Source: an optimization exercise on an open RTL-to-GDS flow (aim: small area). Production flows keep margins and buffers that such runs may drop.
RTL that was checked went through simulation tests only; none was proved equivalent to the original.

==> xenon: inputs <==
Design top_module, start of the top module:
module top_module(
	input CLOCK,
	input reset,
	input PS2Clk,
	input PS2Data,
	input [15:1] SW,
	input PB1,PB2,
	output [6:0] seg,
	output [3:0] an,
	output [3:0] JA,
	output LED
    );
clock: 44.0 ns
lec_check: 0
cap_margin: 5
core_margin: 2
core_utilization: 55
gpl_timing_driven: 0
setup_slack_margin: -2
slew_margin: 5
standard.sh (not shown) runs the stock make flow with config.mk's settings and CLKGATE_MAP_FILE= SYNTH_SCRIPT=/design/flow/synth_recipe.tcl, a recipe that flattens the netlist after the stock synthesis.
==> flow/flow/run.sh <==
#!/bin/bash
# Own layout flow: the standard synthesis (registers and their names
# unchanged), then the combinational logic between the registers
# re-optimised for area by ABC, then the standard layout from floorplan
# to finish.  Each tool writes its full output to a log of its own here.
set -euo pipefail
W=$(pwd)
F=$W/flow
R=$W/orfs/results/${FLOW_PLATFORM:-sky130hd}/top_module/base
export REOPT_LIB=$FLOW_HOME/platforms/sky130hd/lib/sky130_fd_sc_hd__tt_025C_1v80.lib
export REOPT_DIR=$W/reopt
mkdir -p "$REOPT_DIR"

# 1. standard synthesis only
bash standard.sh "$R/1_2_yosys.v" > "$W/flow_synth.log" 2>&1
cp "$R/1_2_yosys.v" "$REOPT_DIR/std.v"

# 2. combinational re-optimisation
grep -o -- "-dont_use [A-Za-z0-9_]*" "$W/orfs/logs/${FLOW_PLATFORM:-sky130hd}/top_module/base/1_2_yosys.log" \
    | sort -u | tr '\n' ' ' > "$REOPT_DIR/dont_use.txt" || true
yosys -q -p "read_liberty -ignore_miss_func $REOPT_LIB; write_verilog -noattr $REOPT_DIR/cells_all.v" \
    > "$W/flow_cells.log" 2>&1
python3 "$F/comb_cells.py" "$REOPT_DIR/cells_all.v" "$REOPT_DIR/cells_comb.v" > "$W/flow_comb_cells.log" 2>&1
export REOPT_IN=$REOPT_DIR/std.v
# four ABC runs with different seeds side by side; the smallest is kept
for seed in 1 2 3 4; do
    sed "s/&deepsyn -T 60/\&deepsyn -T 150 -S $seed/" "$F/area.abc" > "$REOPT_DIR/area_$seed.abc"
    REOPT_SCRIPT=$REOPT_DIR/area_$seed.abc REOPT_OUT=$REOPT_DIR/reopt_$seed.v REOPT_TAG=_$seed \
        yosys -c "$F/reopt.tcl" > "$W/flow_reopt_$seed.log" 2>&1 &
done
wait
best=$(for seed in 1 2 3 4; do
    a=$(sed -n "s/.*Chip area for module .*: //p" "$REOPT_DIR/stat_after_$seed.txt" 2>/dev/null)
    [ -n "$a" ] && [ -s "$REOPT_DIR/reopt_$seed.v" ] && echo "$a $seed"
done | sort -g | head -n 1 | cut -d' ' -f2)
echo "kept ABC run $best" > "$W/flow_reopt_pick.log"
cp "$REOPT_DIR/reopt_$best.v" "$R/1_2_yosys.v"

# 3. standard layout from the re-optimised netlist, with small port
#    buffers and a clock tree of small buffers
export BUFFER_PORTS_ARGS="-buffer_cell sky130_fd_sc_hd__buf_1"
export CTS_ARGS="-sink_clustering_enable -repair_clock_nets -buf_list sky130_fd_sc_hd__clkbuf_8 -root_buf sky130_fd_sc_hd__clkbuf_16 -sink_clustering_size 16 -dont_use_dummy_load"
bash standard.sh > "$W/flow_layout.log" 2>&1
==> flow/flow/reopt.tcl <==
# Re-optimise the combinational logic of the standard netlist for area.
# Registers (and every other non-combinational cell) stay as they are.
yosys -import
set lib $::env(REOPT_LIB)
set du [string trim [read [open $::env(REOPT_DIR)/dont_use.txt]]]
read_liberty -lib $lib
read_verilog $::env(REOPT_IN)
hierarchy -check -top top_module
tee -o $::env(REOPT_DIR)/stat_before$::env(REOPT_TAG).txt stat -liberty $lib
techmap -map $::env(REOPT_DIR)/cells_comb.v
techmap
opt -purge
# hide the names techmap gave the cells' internal nets, so that ports keep
# their own nets and need no extra buffers
yosys rename -hide w:*.*
eval abc -script $::env(REOPT_SCRIPT) -liberty $lib $du
opt_clean -purge
hilomap -singleton -hicell sky130_fd_sc_hd__conb_1 HI -locell sky130_fd_sc_hd__conb_1 LO
insbuf -buf sky130_fd_sc_hd__buf_4 A X
splitnets
opt_clean -purge
check -assert
tee -o $::env(REOPT_DIR)/stat_after$::env(REOPT_TAG).txt stat -liberty $lib
write_verilog -noattr -nohex -nodec $::env(REOPT_OUT)
Other scripts of this flow, unchanged in this note and not shown: flow/flow/area.abc, flow/flow/comb_cells.py
==> amber (differences from xenon) <==
--- a/flow/flow/run.sh
+++ b/flow/flow/run.sh
@@ -20,23 +20,14 @@
     | sort -u | tr '\n' ' ' > "$REOPT_DIR/dont_use.txt" || true
 yosys -q -p "read_liberty -ignore_miss_func $REOPT_LIB; write_verilog -noattr $REOPT_DIR/cells_all.v" \
     > "$W/flow_cells.log" 2>&1
 python3 "$F/comb_cells.py" "$REOPT_DIR/cells_all.v" "$REOPT_DIR/cells_comb.v" > "$W/flow_comb_cells.log" 2>&1
 export REOPT_IN=$REOPT_DIR/std.v
-# four ABC runs with different seeds side by side; the smallest is kept
-for seed in 1 2 3 4; do
-    sed "s/&deepsyn -T 60/\&deepsyn -T 150 -S $seed/" "$F/area.abc" > "$REOPT_DIR/area_$seed.abc"
-    REOPT_SCRIPT=$REOPT_DIR/area_$seed.abc REOPT_OUT=$REOPT_DIR/reopt_$seed.v REOPT_TAG=_$seed \
-        yosys -c "$F/reopt.tcl" > "$W/flow_reopt_$seed.log" 2>&1 &
-done
-wait
-best=$(for seed in 1 2 3 4; do
-    a=$(sed -n "s/.*Chip area for module .*: //p" "$REOPT_DIR/stat_after_$seed.txt" 2>/dev/null)
-    [ -n "$a" ] && [ -s "$REOPT_DIR/reopt_$seed.v" ] && echo "$a $seed"
-done | sort -g | head -n 1 | cut -d' ' -f2)
-echo "kept ABC run $best" > "$W/flow_reopt_pick.log"
-cp "$REOPT_DIR/reopt_$best.v" "$R/1_2_yosys.v"
+export REOPT_OUT=$REOPT_DIR/reopt.v
+export REOPT_SCRIPT=$F/area.abc
+yosys -c "$F/reopt.tcl" > "$W/flow_reopt.log" 2>&1
+cp "$REOPT_OUT" "$R/1_2_yosys.v"
 
 # 3. standard layout from the re-optimised netlist, with small port
 #    buffers and a clock tree of small buffers
 export BUFFER_PORTS_ARGS="-buffer_cell sky130_fd_sc_hd__buf_1"
 export CTS_ARGS="-sink_clustering_enable -repair_clock_nets -buf_list sky130_fd_sc_hd__clkbuf_8 -root_buf sky130_fd_sc_hd__clkbuf_16 -sink_clustering_size 16 -dont_use_dummy_load"
==> flow/flow/reopt.tcl (replaced) <==
# Re-optimise the combinational logic of the standard netlist for area.
# Registers (and every other non-combinational cell) stay as they are.
yosys -import
set lib $::env(REOPT_LIB)
set du [string trim [read [open $::env(REOPT_DIR)/dont_use.txt]]]
read_liberty -lib $lib
read_verilog $::env(REOPT_IN)
hierarchy -check -top top_module
tee -o $::env(REOPT_DIR)/stat_before.txt stat -liberty $lib
techmap -map $::env(REOPT_DIR)/cells_comb.v
techmap
opt -purge
# hide the names techmap gave the cells' internal nets, so that ports keep
# their own nets and need no extra buffers
yosys rename -hide w:*.*
eval abc -script $::env(REOPT_SCRIPT) -liberty $lib $du
opt_clean -purge
hilomap -singleton -hicell sky130_fd_sc_hd__conb_1 HI -locell sky130_fd_sc_hd__conb_1 LO
insbuf -buf sky130_fd_sc_hd__buf_4 A X
splitnets
opt_clean -purge
check -assert
tee -o $::env(REOPT_DIR)/stat_after.txt stat -liberty $lib
write_verilog -noattr -nohex -nodec $::env(REOPT_OUT)
CAP_MARGIN = 20   (was 5)
CORE_UTILIZATION = 40   (was 55)
SETUP_SLACK_MARGIN = default   (was -2)
SLEW_MARGIN = 20   (was 5)
==> nickel (differences from xenon) <==
--- a/flow/design.v
+++ b/flow/design.v
@@ -64,11 +64,83 @@
         end else
             c3 <= {c3[7:0], c3[8] ^ c3[4]};
     reg [17:0] sc_cnt;
     reg sc_w, sc_clk;
     wire [11:0] Fd = (Freq == 12'd0) ? 12'd1 : Freq;
-    wire [17:0] T = 18'd195312 / Fd;
+    wire [17:0] T;
+    wire [0:0] dP17 = 1'b1;
+    assign T[17] = (Fd[11:1] == 0) && (dP17 >= Fd[0:0]);
+    wire [0:0] dD17 = dP17 - Fd[0:0];
+    wire [0:0] dR17 = T[17] ? dD17[0:0] : dP17[0:0];
+    wire [1:0] dP16 = {dR17, 1'b0};
+    assign T[16] = (Fd[11:2] == 0) && (dP16 >= Fd[1:0]);
+    wire [1:0] dD16 = dP16 - Fd[1:0];
+    wire [1:0] dR16 = T[16] ? dD16[1:0] : dP16[1:0];
+    wire [2:0] dP15 = {dR16, 1'b1};
+    assign T[15] = (Fd[11:3] == 0) && (dP15 >= Fd[2:0]);
+    wire [2:0] dD15 = dP15 - Fd[2:0];
+    wire [2:0] dR15 = T[15] ? dD15[2:0] : dP15[2:0];
+    wire [3:0] dP14 = {dR15, 1'b1};
+    assign T[14] = (Fd[11:4] == 0) && (dP14 >= Fd[3:0]);
+    wire [3:0] dD14 = dP14 - Fd[3:0];
+    wire [3:0] dR14 = T[14] ? dD14[3:0] : dP14[3:0];
+    wire [4:0] dP13 = {dR14, 1'b1};
+    assign T[13] = (Fd[11:5] == 0) && (dP13 >= Fd[4:0]);
+    wire [4:0] dD13 = dP13 - Fd[4:0];
+    wire [4:0] dR13 = T[13] ? dD13[4:0] : dP13[4:0];
+    wire [5:0] dP12 = {dR13, 1'b1};
+    assign T[12] = (Fd[11:6] == 0) && (dP12 >= Fd[5:0]);
+    wire [5:0] dD12 = dP12 - Fd[5:0];
+    wire [5:0] dR12 = T[12] ? dD12[5:0] : dP12[5:0];
+    wire [6:0] dP11 = {dR12, 1'b1};
+    assign T[11] = (Fd[11:7] == 0) && (dP11 >= Fd[6:0]);
+    wire [6:0] dD11 = dP11 - Fd[6:0];
+    wire [6:0] dR11 = T[11] ? dD11[6:0] : dP11[6:0];
+    wire [7:0] dP10 = {dR11, 1'b0};
+    assign T[10] = (Fd[11:8] == 0) && (dP10 >= Fd[7:0]);
+    wire [7:0] dD10 = dP10 - Fd[7:0];
+    wire [7:0] dR10 = T[10] ? dD10[7:0] : dP10[7:0];
+    wire [8:0] dP9 = {dR10, 1'b1};
+    assign T[9] = (Fd[11:9] == 0) && (dP9 >= Fd[8:0]);
+    wire [8:0] dD9 = dP9 - Fd[8:0];
+    wire [8:0] dR9 = T[9] ? dD9[8:0] : dP9[8:0];
+    wire [9:0] dP8 = {dR9, 1'b0};
+    assign T[8] = (Fd[11:10] == 0) && (dP8 >= Fd[9:0]);
+    wire [9:0] dD8 = dP8 - Fd[9:0];
+    wire [9:0] dR8 = T[8] ? dD8[9:0] : dP8[9:0];
+    wire [10:0] dP7 = {dR8, 1'b1};
+    assign T[7] = (Fd[11:11] == 0) && (dP7 >= Fd[10:0]);
+    wire [10:0] dD7 = dP7 - Fd[10:0];
+    wire [10:0] dR7 = T[7] ? dD7[10:0] : dP7[10:0];
+    wire [11:0] dP6 = {dR7, 1'b1};
+    assign T[6] = (dP6 >= Fd);
+    wire [11:0] dD6 = dP6 - Fd;
+    wire [11:0] dR6 = T[6] ? dD6[11:0] : dP6[11:0];
+    wire [12:0] dP5 = {dR6, 1'b1};
+    assign T[5] = (dP5 >= {1'b0, Fd});
+    wire [12:0] dD5 = dP5 - {1'b0, Fd};
+    wire [11:0] dR5 = T[5] ? dD5[11:0] : dP5[11:0];
+    wire [12:0] dP4 = {dR5, 1'b1};
+    assign T[4] = (dP4 >= {1'b0, Fd});
+    wire [12:0] dD4 = dP4 - {1'b0, Fd};
+    wire [11:0] dR4 = T[4] ? dD4[11:0] : dP4[11:0];
+    wire [12:0] dP3 = {dR4, 1'b0};
+    assign T[3] = (dP3 >= {1'b0, Fd});
+    wire [12:0] dD3 = dP3 - {1'b0, Fd};
+    wire [11:0] dR3 = T[3] ? dD3[11:0] : dP3[11:0];
+    wire [12:0] dP2 = {dR3, 1'b0};
+    assign T[2] = (dP2 >= {1'b0, Fd});
+    wire [12:0] dD2 = dP2 - {1'b0, Fd};
+    wire [11:0] dR2 = T[2] ? dD2[11:0] : dP2[11:0];
+    wire [12:0] dP1 = {dR2, 1'b0};
+    assign T[1] = (dP1 >= {1'b0, Fd});
+    wire [12:0] dD1 = dP1 - {1'b0, Fd};
+    wire [11:0] dR1 = T[1] ? dD1[11:0] : dP1[11:0];
+    wire [12:0] dP0 = {dR1, 1'b0};
+    assign T[0] = (dP0 >= {1'b0, Fd});
+    wire [12:0] dD0 = dP0 - {1'b0, Fd};
+    wire [11:0] dR0 = T[0] ? dD0[11:0] : dP0[11:0];
     wire [17:0] sc_next = sc_w ? 18'd0 : sc_cnt + 1'b1;
     always @(posedge CLOCK) begin
         sc_cnt <= sc_next;
         if (reset) begin
             sc_w <= 1'b1;
CORE_UTILIZATION = 65   (was 55)
==> raven (differences from xenon) <==
--- a/flow/design.v
+++ b/flow/design.v
@@ -9,27 +9,14 @@
 	output [6:0] seg,
 	output [3:0] an,
 	output [3:0] JA,
 	output LED
     );
-    reg [4:0] cnt;
-    reg [10:0] cmid;
-    reg [1:0] csel;
-    wire c_lo_end = (cnt == 5'd31);
-    wire cmid_z10 = (cmid[9:0] == 10'd0);
+    reg [17:0] cnt;
     always @(posedge CLOCK)
-        if (reset) begin
-            cnt <= 5'd0;
-            cmid <= 11'h001;
-            csel <= 2'd0;
-        end else begin
-            cnt <= cnt + 1'b1;
-            if (c_lo_end) begin
-                cmid <= {cmid[9:0], cmid[10] ^ cmid[8] ^ cmid_z10};
-                if (cmid_z10 & ~cmid[10]) csel <= csel + 1'b1;
-            end
-        end
+        if (reset) cnt <= 18'd0;
+        else       cnt <= cnt + 1'b1;
     wire hr       = (cnt[3:0] == 4'd0);    
     wire div_rise = hr & ~cnt[4];           
     wire cap      = hr &  cnt[4];           
     assign JA[3]  = ~(cnt[4] ^ hr);         
     reg [11:0] Freq, Amp;
@@ -43,28 +30,28 @@
             Amp <= SW[12:1];
     reg [16:0] c2;
     reg show_freq;
     always @(posedge CLOCK)
         if (reset) begin
-            c2 <= 17'h15728;
+            c2 <= 17'd100000;
             show_freq <= 1'b0;
-        end else if (c2 == 17'h15728) begin
-            c2 <= 17'h1ffff;
+        end else if (c2 == 17'd100000) begin
+            c2 <= 17'd0;
             show_freq <= ~show_freq;
         end else
-            c2 <= {c2[15:0], c2[16] ^ c2[13]};
+            c2 <= c2 + 1'b1;
     reg [8:0] c3;
     reg dac_start;
     always @(posedge CLOCK)
         if (reset) begin
-            c3 <= 9'h1bc;
+            c3 <= 9'd500;
             dac_start <= 1'b0;
-        end else if (c3 == 9'h1bc) begin
-            c3 <= 9'h1ff;
+        end else if (c3 == 9'd500) begin
+            c3 <= 9'd0;
             dac_start <= ~dac_start;
         end else
-            c3 <= {c3[7:0], c3[8] ^ c3[4]};
+            c3 <= c3 + 1'b1;
     reg [17:0] sc_cnt;
     reg sc_w, sc_clk;
     wire [11:0] Fd = (Freq == 12'd0) ? 12'd1 : Freq;
     wire [17:0] T = 18'd195312 / Fd;
     wire [17:0] sc_next = sc_w ? 18'd0 : sc_cnt + 1'b1;
@@ -168,28 +155,16 @@
             default: qv = 11'h7ff;
         endcase
     end
     wire [11:0] sine_val = ~wc[7] ? {1'b1, qv} :
                            (sj == 7'd0) ? 12'h800 : {1'b0, ~qv};
-    wire inwin = cnt[4] & (cnt[3:0] <= 4'd12);
-    wire [1:0] mode_now = set_tri ? 2'd1 : set_sqr ? 2'd2 : set_sine ? 2'd3 : 2'd0;
-    reg pend;
-    reg [1:0] pmode;
-    always @(posedge CLOCK) begin
-        if (start_rise & inwin) pmode <= mode_now;
-        if (reset) pend <= 1'b0;
-        else if (start_rise & inwin) pend <= 1'b1;
-        else if (~inwin) pend <= 1'b0;
-    end
-    wire upd = (start_rise | pend) & ~inwin;
-    wire [1:0] mode = pend ? pmode : mode_now;
     always @(posedge CLOCK)
         if (reset) begin
             data_a <= 12'd0;
             wc <= 9'd0;
-        end else if (upd) begin
-            if (mode == 2'd1) begin
+        end else if (start_rise) begin
+            if (set_tri) begin
                 if (wc == 9'd0) begin
                     if (data_a >= 12'd4063) begin
                         wc <= 9'd1;
                         data_a[11:5] <= data_a[11:5] - 1'b1;
                     end else
@@ -199,30 +174,32 @@
                         wc <= 9'd0;
                         data_a[11:5] <= data_a[11:5] + 1'b1;
                     end else
                         data_a[11:5] <= data_a[11:5] - 1'b1;
                 end
-            end else if (mode == 2'd2) begin
+            end else if (set_sqr) begin
                 data_a <= (wc <= 9'd128) ? 12'h000 : 12'hFFF;
                 wc <= (wc == 9'd256) ? 9'd0 : wc + 1'b1;
-            end else if (mode == 2'd3) begin
+            end else if (set_sine) begin
                 data_a <= sine_val;
                 wc <= (wc >= 9'd255) ? 9'd0 : wc + 1'b1;
             end
         end
     reg busy, shifting;       
     reg [3:0] k;              
+    reg [11:0] Dm;
     reg [11:0] H;
     reg [12:0] L;
     wire mul_step = ~busy & cnt[4] & (cnt[3:0] != 4'd0) & (cnt[3:0] <= 4'd13);
     wire div_step = shifting & div_rise & (k >= 4'd2) & (k != 4'd15);
-    wire [12:0] msum = {1'b0, H} + (L[0] ? {1'b0, data_a} : 13'd0);
+    wire [12:0] msum = {1'b0, H} + (L[0] ? {1'b0, Dm} : 13'd0);
     wire [12:0] dx = {H, L[12]};
     wire dq = (dx >= 13'd3300);
     wire [12:0] dr = dq ? dx - 13'd3300 : dx;
     always @(posedge CLOCK) begin
         if (cap & ~busy) begin
+            Dm <= data_a;
             H <= 12'd0;
             L <= {1'b0, Amp};
         end else if (mul_step) begin
             H <= msum[12:1];
             L <= {msum[0], L[12:1]};
@@ -303,11 +280,11 @@
         end
     end
     reg [3:0] dig;
     reg [3:0] an_r;
     always @(*) begin
-        case (csel)
+        case (cnt[17:16])
             2'd0: begin dig = bcd[3:0];   an_r = 4'b1110; end
             2'd1: begin dig = bcd[7:4];   an_r = 4'b1101; end
             2'd2: begin dig = bcd[11:8];  an_r = 4'b1011; end
             default: begin dig = bcd[15:12]; an_r = 4'b0111; end
         endcase
==> flow/flow/run.sh (replaced) <==
#!/bin/bash
# Own layout flow: the standard synthesis (registers and their names
# unchanged), then the combinational logic between the registers
# re-optimised for area by ABC, then the standard layout from floorplan
# to finish.  Each tool writes its full output to a log of its own here.
set -euo pipefail
W=$(pwd)
F=$W/flow
R=$W/orfs/results/${FLOW_PLATFORM:-sky130hd}/top_module/base
export REOPT_LIB=$FLOW_HOME/platforms/sky130hd/lib/sky130_fd_sc_hd__tt_025C_1v80.lib
export REOPT_DIR=$W/reopt
mkdir -p "$REOPT_DIR"

# 1. standard synthesis only
bash standard.sh "$R/1_2_yosys.v" > "$W/flow_synth.log" 2>&1
cp "$R/1_2_yosys.v" "$REOPT_DIR/std.v"

# 2. combinational re-optimisation
grep -o -- "-dont_use [A-Za-z0-9_]*" "$W/orfs/logs/${FLOW_PLATFORM:-sky130hd}/top_module/base/1_2_yosys.log" \
    | sort -u | tr '\n' ' ' > "$REOPT_DIR/dont_use.txt" || true
yosys -q -p "read_liberty -ignore_miss_func $REOPT_LIB; write_verilog -noattr $REOPT_DIR/cells_all.v" \
    > "$W/flow_cells.log" 2>&1
python3 "$F/comb_cells.py" "$REOPT_DIR/cells_all.v" "$REOPT_DIR/cells_comb.v" > "$W/flow_comb_cells.log" 2>&1
export REOPT_IN=$REOPT_DIR/std.v
export REOPT_OUT=$REOPT_DIR/reopt.v
export REOPT_SCRIPT=$F/area.abc
yosys -c "$F/reopt.tcl" > "$W/flow_reopt.log" 2>&1
cp "$REOPT_OUT" "$R/1_2_yosys.v"

# 3. standard layout from the re-optimised netlist
bash standard.sh > "$W/flow_layout.log" 2>&1
==> flow/flow/reopt.tcl (replaced) <==
# Re-optimise the combinational logic of the standard netlist for area.
# Registers (and every other non-combinational cell) stay as they are.
yosys -import
set lib $::env(REOPT_LIB)
set du [string trim [read [open $::env(REOPT_DIR)/dont_use.txt]]]
read_liberty -lib $lib
read_verilog $::env(REOPT_IN)
hierarchy -check -top top_module
tee -o $::env(REOPT_DIR)/stat_before.txt stat -liberty $lib
techmap -map $::env(REOPT_DIR)/cells_comb.v
techmap
opt -purge
eval abc -script $::env(REOPT_SCRIPT) -liberty $lib $du
opt_clean -purge
hilomap -singleton -hicell sky130_fd_sc_hd__conb_1 HI -locell sky130_fd_sc_hd__conb_1 LO
insbuf -buf sky130_fd_sc_hd__buf_4 A X
splitnets
opt_clean -purge
check -assert
tee -o $::env(REOPT_DIR)/stat_after.txt stat -liberty $lib
write_verilog -noattr -nohex -nodec $::env(REOPT_OUT)
CAP_MARGIN = 20   (was 5)
CORE_UTILIZATION = 40   (was 55)
GPL_TIMING_DRIVEN = default   (was 0)
SETUP_SLACK_MARGIN = default   (was -2)
SLEW_MARGIN = 20   (was 5)
==> summary of the runs <==
Core utilization: amber < raven < xenon < nickel. The lowest design area belongs to xenon, the highest to raven.
==> figures <==
item                                                               xenon                    amber                    raven                   nickel
Cell depth of the worst setup path                                   197                      213                      227                      212
Setup slack at placement                                         1.36 ns                  2.08 ns                  7.54 ns                 -1.58 ns
Final area over synthesized area                                  1.065x                   1.085x                   1.120x                   1.063x
Required time of the critical path                              44.23 ns                 44.25 ns                 44.33 ns                 44.25 ns
Hold_sp                                                            c2[2]                   c2[15]                    ps_c1                    c2[9]
Outcome                                          complete, no violations  complete, no violations  complete, no violations  complete, no violations
Fraction of area in clock buffers and inverters                    1.88%                    1.82%                    4.03%                    1.87%
Min Tclk post-route                                             41.45 ns                 39.60 ns                 37.07 ns                 42.10 ns
Met2 Usage GRT                                                     40.6%                    33.5%                    33.6%                    52.2%
No functional check of the RTL was part of nickel.

-- port drivers added, routing unchanged --
The flow's constraints put no driver on any port. The routed layouts listed below were extracted and timed again, unchanged, in two steps. Step 1 assumes that a clkbuf_16 drives the clock port and a buf_2 every other input. Step 2 adds t to the input delays and takes it off the output delays; t is the mean of the earliest and latest rising clock arrival at the registers after step 1. Input paths then give back, and output paths get back, about the clock's delay inside the block. Three values: no drivers, after step 1, after step 2; two values: the first two.
| run | shift t [ns] | setup slack, ns | clock arrival spread, ns |
|---|---|---|---|
| xenon | 0.418 | 2.551 / 2.551 / 2.551 | 0.049 / 0.050 |
| amber | 0.423 | 4.398 / 4.398 / 4.398 | 0.050 / 0.051 |
| nickel | 0.414 | 1.899 / 1.899 / 1.899 | 0.038 / 0.038 |
| raven | 0.477 | 6.926 / 6.926 / 6.926 | 0.014 / 0.015 |
After both steps every run listed still meets setup and hold.
